This design comes from an exercise in tuning for small area on the open sky130 flow, not from production work. The RTL was checked by simulation tests, not by an equivalence proof against the original design. The flow treats the clock pin as an ideal source, which a real chip does not have. Power and IR drop assume default switching activity.

## hyper_bus
module hyper_bus #(
    parameter HBRAM_FRE   = 200_000_000,
    parameter BIT_WIDTH   = 16,
    parameter INIT_NUM    = 256,
    parameter LATENCY     = 7,
    parameter STRENGTH    = "34_ohms",
    parameter BURST_MODE  = "legacy",
    parameter BURST_LEN   = 16,
    parameter REFRESH     = "Full_Array",
    parameter CLOCK_TYPE  = "Single_Ended",
    parameter MASK_WIDTH  = 4
) (
    input                              ram_clock,
    input                              ram_reset,
    input                              ram_en,
    input                              rw_ctrl,
    input      [31:0]                  ram_addr,
    input      [31:0]                  ram_burst_len,
    output                             ram_wr_valid,
    input      [BIT_WIDTH * 2 - 1 : 0] ram_wr_data,
    output reg                         ram_rd_valid,
    output reg [BIT_WIDTH * 2 - 1 : 0] ram_rd_data,
    input      [MASK_WIDTH - 1 : 0]    ram_data_mask,
    output reg                         hbc_cal_pass,
    output reg                         ctrl_idle,
    output                             hbc_ck_p_hi,
    output                             hbc_ck_p_lo,
    output                             hbc_ck_n_hi,
    output                             hbc_ck_n_lo,
    output                             hbc_cs_n,
    output                             hbc_rst_n,
    output     [BIT_WIDTH - 1 : 0]     hbc_dq_en,
    output     [BIT_WIDTH - 1 : 0]     hbc_dq_out_hi,
    output     [BIT_WIDTH - 1 : 0]     hbc_dq_out_lo,
    input      [BIT_WIDTH - 1 : 0]     hbc_dq_in_hi,
    input      [BIT_WIDTH - 1 : 0]     hbc_dq_in_lo,
    output     [BIT_WIDTH/8 - 1 : 0]   hbc_rwds_en,
    output     [BIT_WIDTH/8 - 1 : 0]   hbc_rwds_out_hi,
    output     [BIT_WIDTH/8 - 1 : 0]   hbc_rwds_out_lo,
    input      [BIT_WIDTH/8 - 1 : 0]   hbc_rwds_in_hi,
    input      [BIT_WIDTH/8 - 1 : 0]   hbc_rwds_in_lo
);
Size: roughly 110 flip-flops, about 240 I/O pins.
==> flow/config.mk <==
export PLATFORM = sky130hd
export DESIGN_NAME = hyper_bus
export DESIGN_NICKNAME = hyper_bus
export VERILOG_FILES = /design/flow/design.v
export SDC_FILE = /design/flow/constraint.sdc
export NUM_CORES = 4
export LEC_CHECK = 0
export ABC_AREA = 1
export CAP_MARGIN = 20
export CORE_MARGIN = 2
export CORE_UTILIZATION = 40
export PLACE_DENSITY = 0.6
export SLEW_MARGIN = 20
==> flow/constraint.sdc <==
create_clock -name core_clock -period 5.0 [get_ports {ram_clock}]
set_input_delay 1.0000 -clock core_clock [delete_from_list [all_inputs] [get_ports {ram_clock}]]
set_output_delay 1.0000 -clock core_clock [all_outputs]
set_load 0.01 [all_outputs]
standard.sh (not shown) runs the stock make flow with config.mk's settings and CLKGATE_MAP_FILE= SYNTH_SCRIPT=/design/flow/synth_recipe.tcl, a recipe that flattens the netlist after the stock synthesis.
==> flow/flow/run.sh <==
#!/bin/bash
# The standard layout (standard.sh, with synth_recipe.tcl as the synthesis
# script, so the same Yosys passes and registers) with area-related changes:
#  - ABC maps the combinational logic with an area-oriented script
#    (flow/abc_area.script: deepsyn + choice-based area mapping); ORFS reads it
#    from a copy of its scripts folder, otherwise unchanged
#  - port buffers use the smallest buffer cell (every port still gets one)
#  - clock tree synthesis uses no dummy loads
# Each tool's log stays under orfs/logs/; make's own output goes to make_finish.log.
set -uo pipefail
here=$(pwd)
rm -rf "$here/orfs_scripts"
cp -r "$FLOW_HOME/scripts" "$here/orfs_scripts"
cp "$here/flow/abc_area.script" "$here/orfs_scripts/abc_area.script"
export SCRIPTS_DIR="$here/orfs_scripts"
export BUFFER_PORTS_ARGS="-buffer_cell sky130_fd_sc_hd__buf_1"
export POST_CTS_TCL="$here/flow/post_cts.tcl"
export SKIP_REPAIR_TIE_FANOUT=1
export CTS_ARGS="-sink_clustering_enable -sink_clustering_size 12 -sink_clustering_max_diameter 60 -repair_clock_nets -dont_use_dummy_load -buf_list {sky130_fd_sc_hd__clkbuf_8} -root_buf sky130_fd_sc_hd__clkbuf_8 -sink_clustering_buffer sky130_fd_sc_hd__clkbuf_8"
bash standard.sh > make_finish.log 2>&1
st=$?
cp -r orfs/logs orfs_logs 2>/dev/null || true
exit $st
==> flow/flow/abc_area.script <==
strash
&get -n
&deepsyn -T 20
&put
dch -f
amap
topo
==> flow/flow/post_cts.tcl <==
# The clock tree's root buffer only drives the leaf buffers' inputs: use a
# smaller clock buffer there (the leaves keep clkbuf_8).
set clk_net [get_nets ram_clock]
foreach pin [get_pins -of_objects $clk_net] {
  if {[get_property $pin direction] != "input"} { continue }
  set inst [get_cells -of_objects $pin]
  if {[get_property $inst ref_name] == "sky130_fd_sc_hd__clkbuf_8"} {
    puts "post_cts: root clock buffer [get_property $inst name] -> clkbuf_4"
    replace_cell $inst sky130_fd_sc_hd__clkbuf_4
  }
}
Edit:
--- a/flow/flow/run.sh
+++ b/flow/flow/run.sh
@@ -15,6 +15,4 @@
 export SCRIPTS_DIR="$here/orfs_scripts"
 export BUFFER_PORTS_ARGS="-buffer_cell sky130_fd_sc_hd__buf_1"
-export POST_CTS_TCL="$here/flow/post_cts.tcl"
-export SKIP_REPAIR_TIE_FANOUT=1
 export CTS_ARGS="-sink_clustering_enable -sink_clustering_size 12 -sink_clustering_max_diameter 60 -repair_clock_nets -dont_use_dummy_load -buf_list {sky130_fd_sc_hd__clkbuf_8} -root_buf sky130_fd_sc_hd__clkbuf_8 -sink_clustering_buffer sky130_fd_sc_hd__clkbuf_8"
 bash standard.sh > make_finish.log 2>&1
removed: flow/flow/post_cts.tcl
What happened: The new run ran to the end with no violations. Utilization barely changes. Synthesized cell count is unchanged. Worst setup slack gains 0.031 ns. Global-route usage fell by 0.61 points. Combinational power is about the same. Design area is about the same. Power increases slightly. Routed wire length fell slightly. Via count stays flat. Clock-buffer cell count is unchanged. Die area stays the same.

The RTL this note starts from:
==> flow/design.v <==
`timescale 1 ns / 1 ns
module hyper_bus #(
    parameter HBRAM_FRE   = 200_000_000,
    parameter BIT_WIDTH   = 16,
    parameter INIT_NUM    = 256,
    parameter LATENCY     = 7,
    parameter STRENGTH    = "34_ohms",
    parameter BURST_MODE  = "legacy",
    parameter BURST_LEN   = 16,
    parameter REFRESH     = "Full_Array",
    parameter CLOCK_TYPE  = "Single_Ended",
    parameter MASK_WIDTH  = 4
) (
    input                              ram_clock,
    input                              ram_reset,
    input                              ram_en,
    input                              rw_ctrl,
    input      [31:0]                  ram_addr,
    input      [31:0]                  ram_burst_len,
    output                             ram_wr_valid,
    input      [BIT_WIDTH * 2 - 1 : 0] ram_wr_data,
    output reg                         ram_rd_valid,
    output reg [BIT_WIDTH * 2 - 1 : 0] ram_rd_data,
    input      [MASK_WIDTH - 1 : 0]    ram_data_mask,
    output reg                         hbc_cal_pass,
    output reg                         ctrl_idle,
    output                             hbc_ck_p_hi,
    output                             hbc_ck_p_lo,
    output                             hbc_ck_n_hi,
    output                             hbc_ck_n_lo,
    output                             hbc_cs_n,
    output                             hbc_rst_n,
    output     [BIT_WIDTH - 1 : 0]     hbc_dq_en,
    output     [BIT_WIDTH - 1 : 0]     hbc_dq_out_hi,
    output     [BIT_WIDTH - 1 : 0]     hbc_dq_out_lo,
    input      [BIT_WIDTH - 1 : 0]     hbc_dq_in_hi,
    input      [BIT_WIDTH - 1 : 0]     hbc_dq_in_lo,
    output     [BIT_WIDTH/8 - 1 : 0]   hbc_rwds_en,
    output     [BIT_WIDTH/8 - 1 : 0]   hbc_rwds_out_hi,
    output     [BIT_WIDTH/8 - 1 : 0]   hbc_rwds_out_lo,
    input      [BIT_WIDTH/8 - 1 : 0]   hbc_rwds_in_hi,
    input      [BIT_WIDTH/8 - 1 : 0]   hbc_rwds_in_lo
);
localparam IDLE  = 4'd2;
localparam RESET = 4'd1;
localparam RWAIT = 4'd3;
localparam CFG   = 4'd9;
localparam CW    = 4'd10;
localparam WAIT  = 4'd13;
localparam INIT  = 4'd0;
localparam XFER  = 4'd5;
localparam DONE  = 4'd8;
reg  [3:0]  state;
reg  [3:0]  state_next;
reg  [14:0] cnt;             
reg         flag;            
reg         cr_sel;          
reg         r_rw_ctrl;
reg  [3:0]  r_data_mask;
reg         r_rwds_hi0;
reg  [15:0] r_dq_in_hi;
reg  [15:0] ndq_hi;          
reg  [15:0] ndq_lo;          
wire [15:0] dq_hi = ~ndq_hi;
wire [15:0] dq_lo = ~ndq_lo;
reg         fst;             
wire s_idle  = state == IDLE;
wire s_reset = state == RESET;
wire s_rwait = state == RWAIT;
wire s_cfg   = state == CFG;
wire s_cw    = state == CW;
wire s_wait  = state == WAIT;
wire s_init  = state == INIT;
wire s_xfer  = state == XFER;
wire s_done  = state == DONE;
wire strobe = r_rwds_hi0 ^ hbc_rwds_in_lo[0];
wire rw_rd  = r_rw_ctrl & flag;             
wire wr_on  = flag & ~r_rw_ctrl;            
wire        cnt_up  = ~(s_xfer & rw_rd & ~strobe);       
wire [14:0] cnt_inc = cnt + {14'd0, cnt_up};
wire t1024  = cnt[10];                                                   
wire t80    = cnt[6] & cnt[4];                                           
wire t32000 = cnt[14] & cnt[13] & cnt[12] & cnt[11] & cnt[10] & cnt[8];  
wire t400   = cnt[8] & cnt[7] & cnt[4];                                  
wire [10:0] xfer_start = flag ? ~ram_burst_len[11:1] : 11'd1919;
wire tlast  = &cnt[10:1];
wire ge42   = cnt[6] | (cnt[5] & (cnt[4] | cnt[3] & (cnt[2] | cnt[1])));    
wire nz     = |cnt[4:0];                                 
wire le3    = ~(cnt[4] | cnt[3] | cnt[2]);              
wire le4    = le3 | (cnt[2] & ~cnt[1] & ~cnt[0] & ~cnt[4] & ~cnt[3]);    
wire ge2     = |cnt[4:1];                                
wire done_f  = (s_cw | s_done) & fst;                    
wire rwds_wr = (s_xfer & ~fst | s_done & fst) & wr_on;   
wire rwds_one = (s_cfg & ~fst) | (s_cw & fst) | (s_init & ~fst & ~(cnt[4] | cnt[3] | (cnt[2] & cnt[1])));
wire init_b   = s_init & ~cnt[4] & ~cnt[3];
wire beat1    = init_b & (cnt[2:0] == 3'd2);
wire beat2    = init_b & (cnt[2:0] == 3'd3);
wire beat3    = init_b & (cnt[2:0] == 3'd4);
wire cfg_on   = (s_cfg & ge2) | (s_cw & fst);
wire dq_on_hi = cfg_on | beat1 | beat2 | rwds_wr;
wire dq_on_lo = dq_on_hi | beat3;
assign hbc_ck_p_hi = ((s_cfg | s_init) & ge2) | s_xfer | done_f;
assign hbc_cs_n    = ~(((s_cfg | s_init) & ~fst) | s_xfer | done_f);
assign hbc_rst_n   = ~(s_reset & ~fst & ~ge42);
wire adv = (s_idle & t1024) | (s_reset & t80) | (s_rwait & t32000) | (s_cfg & cnt[2]) |
           ((s_cw | s_done) & t400) | (s_wait & (~flag | ram_en)) | (s_init & cnt[4]) |
           (s_xfer & tlast);
always @(*) begin
    case (state)
        IDLE:    state_next = RESET;
        RESET:   state_next = RWAIT;
        RWAIT:   state_next = CFG;
        CFG:     state_next = CW;
        CW:      state_next = cr_sel ? CFG : WAIT;
        WAIT:    state_next = INIT;
        INIT:    state_next = XFER;
        XFER:    state_next = DONE;
        DONE:    state_next = WAIT;
        default: state_next = IDLE;
    endcase
end
always @(posedge ram_clock or posedge ram_reset) begin
    if (ram_reset) begin
        state <= IDLE;
        cnt   <= 15'd24;
        fst   <= 1'b1;
    end else begin
        fst <= adv;
        if (adv) begin
            state <= state_next;
            cnt   <= s_init ? {4'd0, xfer_start} : {14'd0, s_idle | s_reset | s_xfer};
        end else begin
            cnt   <= cnt_inc;
        end
    end
end
always @(posedge ram_clock or posedge ram_reset) begin
    if (ram_reset) begin
        flag   <= 1'b0;
        cr_sel <= 1'b0;
    end else begin
        if (s_done)
            flag <= 1'b1;
        if (s_cfg & adv)
            cr_sel <= ~cr_sel;
    end
end
always @(posedge ram_clock) begin
    if (ram_en) begin
        r_rw_ctrl   <= rw_ctrl;
        r_data_mask <= ram_data_mask;
    end
    r_rwds_hi0 <= hbc_rwds_in_hi[0];
    r_dq_in_hi <= hbc_dq_in_hi;
end
always @(posedge ram_clock) begin
    if (s_wait) begin
        ndq_hi <= ~({ram_addr[18:11], ram_addr[2:0], ram_addr[31:27]} & {16{flag}});
        ndq_lo <= ~({ram_addr[10:3], ram_addr[26:19]} & {16{flag}});
    end else if (s_init) begin
        if (cnt[1:0] == 2'd2)
            ndq_lo[7:0] <= ~({5'd0, dq_hi[7:5]});
    end else if (s_cfg) begin
        case (cnt[2:0])
            3'd1: begin ndq_hi[7:0] <= ~(8'h60); ndq_lo[7:0] <= ~(8'h00); end
            3'd2: begin ndq_hi[7:0] <= ~(8'h01); ndq_lo[7:0] <= ~(8'h00); end
            3'd3: begin ndq_hi[7:0] <= ~(8'h00); ndq_lo[7:0] <= ~(cr_sel ? 8'h01 : 8'h00); end
            default: begin
                ndq_hi[7:0] <= ~(cr_sel ? 8'hff : 8'h8f);
                ndq_lo[7:0] <= ~(cr_sel ? 8'hc1 : 8'h2e);
            end
        endcase
    end else begin
        ndq_hi <= ~(ram_wr_data[31:16]);
        ndq_lo <= ~(ram_wr_data[15:0]);
    end
end
wire [7:0] dq_hi_b0 = {beat1 ? rw_rd : dq_hi[7], dq_hi[6] & ~beat1, dq_hi[5] | beat1, dq_hi[4:0]};
assign hbc_dq_out_hi = {(rwds_wr | beat2) ? dq_hi[15:8] : dq_hi_b0, beat2 ? dq_hi[15:8] : dq_hi_b0} & {16{dq_on_hi}};
assign hbc_dq_out_lo = {(rwds_wr | beat2) ? dq_lo[15:8] : dq_lo[7:0], beat2 ? dq_lo[15:8] : dq_lo[7:0]} & {16{dq_on_lo}};
assign hbc_rwds_out_hi = ({2{rwds_wr}} & ~r_data_mask[1:0]) | {2{rwds_one}};
assign hbc_rwds_out_lo = ({2{rwds_wr}} & ~r_data_mask[3:2]) | {2{rwds_one}};
assign hbc_ck_p_lo = 1'b0;
assign hbc_ck_n_lo = 1'b0;
assign hbc_ck_n_hi = 1'b0;
wire dq_en_c   = ~((s_idle & fst) | (s_reset & ~fst & ~ge42) | (s_wait & fst & flag) |
                    (s_init & ~fst & ~le4) | (s_xfer & (fst | rw_rd)) | (s_done & (~fst | rw_rd)));
wire rwds_en_c = (s_cfg & ~fst) | ((s_cw | s_done & ~rw_rd) & fst) | (s_init & ~fst & le4) | (s_xfer & ~rw_rd);
assign hbc_dq_en   = {BIT_WIDTH{dq_en_c}};
assign hbc_rwds_en = {2{rwds_en_c}};
assign ram_wr_valid = s_xfer & wr_on;
always @(posedge ram_clock or posedge ram_reset) begin
    if (ram_reset) begin
        hbc_cal_pass    <= 1'b0;
        ctrl_idle       <= 1'b1;
        ram_rd_valid    <= 1'b0;
        ram_rd_data     <= 32'd0;
    end else begin
        if (s_wait & flag)
            hbc_cal_pass <= 1'b1;
        ctrl_idle    <= ~(flag & ((s_init & nz) | s_xfer | s_done));
        ram_rd_valid <= s_xfer & rw_rd & strobe;
        if (s_xfer & rw_rd & strobe)
            ram_rd_data <= {r_dq_in_hi, hbc_dq_in_lo};
    end
end
endmodule
export LEC_CHECK = 0
export ABC_AREA = 1
export CAP_MARGIN = 20
export CORE_MARGIN = 2
export CORE_UTILIZATION = 40
export PLACE_DENSITY = 0.6
export SLEW_MARGIN = 20
create_clock -name core_clock -period 5.0 [get_ports {ram_clock}]
==> flow/flow/run.sh <==
#!/bin/bash
# The standard layout (standard.sh, with synth_recipe.tcl as the synthesis
# script, so the same Yosys passes and registers) with area-related changes:
#  - ABC maps the combinational logic with an area-oriented script
#    (flow/abc_area.script: deepsyn + choice-based area mapping); ORFS reads it
#    from a copy of its scripts folder, otherwise unchanged
#  - port buffers use the smallest buffer cell (every port still gets one)
#  - clock tree synthesis uses no dummy loads
# Each tool's log stays under orfs/logs/; make's own output goes to make_finish.log.
set -uo pipefail
here=$(pwd)
rm -rf "$here/orfs_scripts"
cp -r "$FLOW_HOME/scripts" "$here/orfs_scripts"
cp "$here/flow/abc_area.script" "$here/orfs_scripts/abc_area.script"
export SCRIPTS_DIR="$here/orfs_scripts"
export BUFFER_PORTS_ARGS="-buffer_cell sky130_fd_sc_hd__buf_1"
export CTS_ARGS="-sink_clustering_enable -sink_clustering_size 12 -sink_clustering_max_diameter 60 -repair_clock_nets -dont_use_dummy_load -buf_list {sky130_fd_sc_hd__clkbuf_8} -root_buf sky130_fd_sc_hd__clkbuf_8 -sink_clustering_buffer sky130_fd_sc_hd__clkbuf_8"
bash standard.sh > make_finish.log 2>&1
st=$?
cp -r orfs/logs orfs_logs 2>/dev/null || true
exit $st
==> flow/flow/abc_area.script <==
strash
&get -n
&deepsyn -T 20
&put
dc2
dch -f
amap
strash
dc2
dch -f
amap
topo
The first run completed without violations.
Then changed:
--- a/flow/flow/run.sh
+++ b/flow/flow/run.sh
@@ -16,2 +16,4 @@
 export BUFFER_PORTS_ARGS="-buffer_cell sky130_fd_sc_hd__buf_1"
+export POST_CTS_TCL="$here/flow/post_cts.tcl"
+export SKIP_REPAIR_TIE_FANOUT=1
 export CTS_ARGS="-sink_clustering_enable -sink_clustering_size 12 -sink_clustering_max_diameter 60 -repair_clock_nets -dont_use_dummy_load -buf_list {sky130_fd_sc_hd__clkbuf_8} -root_buf sky130_fd_sc_hd__clkbuf_8 -sink_clustering_buffer sky130_fd_sc_hd__clkbuf_8"
==> flow/flow/abc_area.script (replaced) <==
strash
&get -n
&deepsyn -T 20
&put
dch -f
amap
topo
==> flow/flow/post_cts.tcl (new file) <==
# The clock tree's root buffer only drives the leaf buffers' inputs: use a
# smaller clock buffer there (the leaves keep clkbuf_8).
set clk_net [get_nets -of_objects [get_ports ram_clock]]
foreach pin [get_pins -of_objects $clk_net] {
  if {[get_property $pin direction] != "input"} { continue }
  set inst [get_cells -of_objects $pin]
  if {[get_property $inst ref_name] == "sky130_fd_sc_hd__clkbuf_8"} {
    puts "post_cts: root clock buffer [get_property $inst name] -> clkbuf_4"
    replace_cell $inst sky130_fd_sc_hd__clkbuf_4
  }
}
Result: The new run ended with an error in 4_1_cts. Synthesized cell count is lower by 0.68%. Synthesized area barely changes.
Then changed:
--- a/flow/flow/run.sh
+++ b/flow/flow/run.sh
@@ -16,4 +16,2 @@
 export BUFFER_PORTS_ARGS="-buffer_cell sky130_fd_sc_hd__buf_1"
-export POST_CTS_TCL="$here/flow/post_cts.tcl"
-export SKIP_REPAIR_TIE_FANOUT=1
 export CTS_ARGS="-sink_clustering_enable -sink_clustering_size 12 -sink_clustering_max_diameter 60 -repair_clock_nets -dont_use_dummy_load -buf_list {sky130_fd_sc_hd__clkbuf_8} -root_buf sky130_fd_sc_hd__clkbuf_8 -sink_clustering_buffer sky130_fd_sc_hd__clkbuf_8"
removed: flow/flow/post_cts.tcl
Outcome: With this change the flow ran to the end with no violations; area after synthesis is unchanged; synthesized cell count stays the same.
Then changed:
--- a/flow/flow/run.sh
+++ b/flow/flow/run.sh
@@ -16,2 +16,4 @@
 export BUFFER_PORTS_ARGS="-buffer_cell sky130_fd_sc_hd__buf_1"
+export POST_CTS_TCL="$here/flow/post_cts.tcl"
+export SKIP_REPAIR_TIE_FANOUT=1
 export CTS_ARGS="-sink_clustering_enable -sink_clustering_size 12 -sink_clustering_max_diameter 60 -repair_clock_nets -dont_use_dummy_load -buf_list {sky130_fd_sc_hd__clkbuf_8} -root_buf sky130_fd_sc_hd__clkbuf_8 -sink_clustering_buffer sky130_fd_sc_hd__clkbuf_8"
==> flow/flow/post_cts.tcl (new file) <==
# The clock tree's root buffer only drives the leaf buffers' inputs: use a
# smaller clock buffer there (the leaves keep clkbuf_8).
set clk_net [get_nets ram_clock]
foreach pin [get_pins -of_objects $clk_net] {
  if {[get_property $pin direction] != "input"} { continue }
  set inst [get_cells -of_objects $pin]
  if {[get_property $inst ref_name] == "sky130_fd_sc_hd__clkbuf_8"} {
    puts "post_cts: root clock buffer [get_property $inst name] -> clkbuf_4"
    replace_cell $inst sky130_fd_sc_hd__clkbuf_4
  }
}
Outcome:
- combinational power shrinks by about 1%
- power shrinks by 0.88%
- setup slack improved by 0.16 ns
- global-route usage shrinks by 0.52 points
- wire length shrinks by 2.4%
- core utilization grows by 0.13 points
- synthesized cell count is unchanged
- via count shrinks by 2.3%
- register-to-register slack improved by 0.30 ns
- hold slack improved by 0.017 ns
Then changed:
--- a/flow/flow/run.sh
+++ b/flow/flow/run.sh
@@ -16,4 +16,3 @@
 export BUFFER_PORTS_ARGS="-buffer_cell sky130_fd_sc_hd__buf_1"
-export POST_CTS_TCL="$here/flow/post_cts.tcl"
-export SKIP_REPAIR_TIE_FANOUT=1
+export PRE_GLOBAL_PLACE_TCL="$here/flow/pre_gpl.tcl"
 export CTS_ARGS="-sink_clustering_enable -sink_clustering_size 12 -sink_clustering_max_diameter 60 -repair_clock_nets -dont_use_dummy_load -buf_list {sky130_fd_sc_hd__clkbuf_8} -root_buf sky130_fd_sc_hd__clkbuf_8 -sink_clustering_buffer sky130_fd_sc_hd__clkbuf_8"
==> flow/flow/pre_gpl.tcl (new file) <==
# keep the timing-driven placement's repair buffers small
set_dont_use [get_lib_cells {sky130_fd_sc_hd__buf_4 sky130_fd_sc_hd__buf_6 sky130_fd_sc_hd__buf_8 sky130_fd_sc_hd__buf_12 sky130_fd_sc_hd__buf_16}]
removed: flow/flow/post_cts.tcl
Outcome: Total power increases by 0.63%. Worst hold slack loses 0.0042 ns. Setup slack loses 0.085 ns. Combinational power increases by about 1%. Design area stays flat. Critical path depth is unchanged. Maximum frequency decreases by 1.8%. Die area is unchanged. Register-to-register slack loses 0.62 ns. Clock skew hardly moves.

port drivers added, routing unchanged:
The results above use ideal ports. As a check the final layouts listed here were re-extracted and re-timed, cells and wires unchanged.
Step 1 sets driving cells, clkbuf_16 on the clock port and buf_2 on the other inputs (assumed; they add their load-dependent delay and slew).
Step 2, shift: input delay + t, output delay - t, t = (earliest + latest rising clock arrival at the registers) / 2. This alone moves slack from input paths to output paths.
Three values: ideal, step 1, step 2; two values: the first two.
run | t, ns | slack for setup (ns) | worst setup path at the end | pins driven straight from the clock port
the first run of note 1 | 0.464 | 0.257 / 0.227 / 0.691 | register to output | 1
the second run of note 1 | 0.408 | 0.288 / 0.256 / 0.664 | register to output | 1
the first run of note 2 | 0.393 | 0.467 / 0.434 / 0.827 | register to output | 1
the third run of note 2 | 0.397 | 0.324 / 0.291 / 0.689 | register to output | 1
the fourth run of note 2 | 0.473 | 0.484 / 0.453 / 0.926 | register to output | 1
the fifth run of note 2 | 0.385 | 0.399 / 0.367 / 0.752 | register to output | 1
After both steps setup and hold are still met in every run listed.
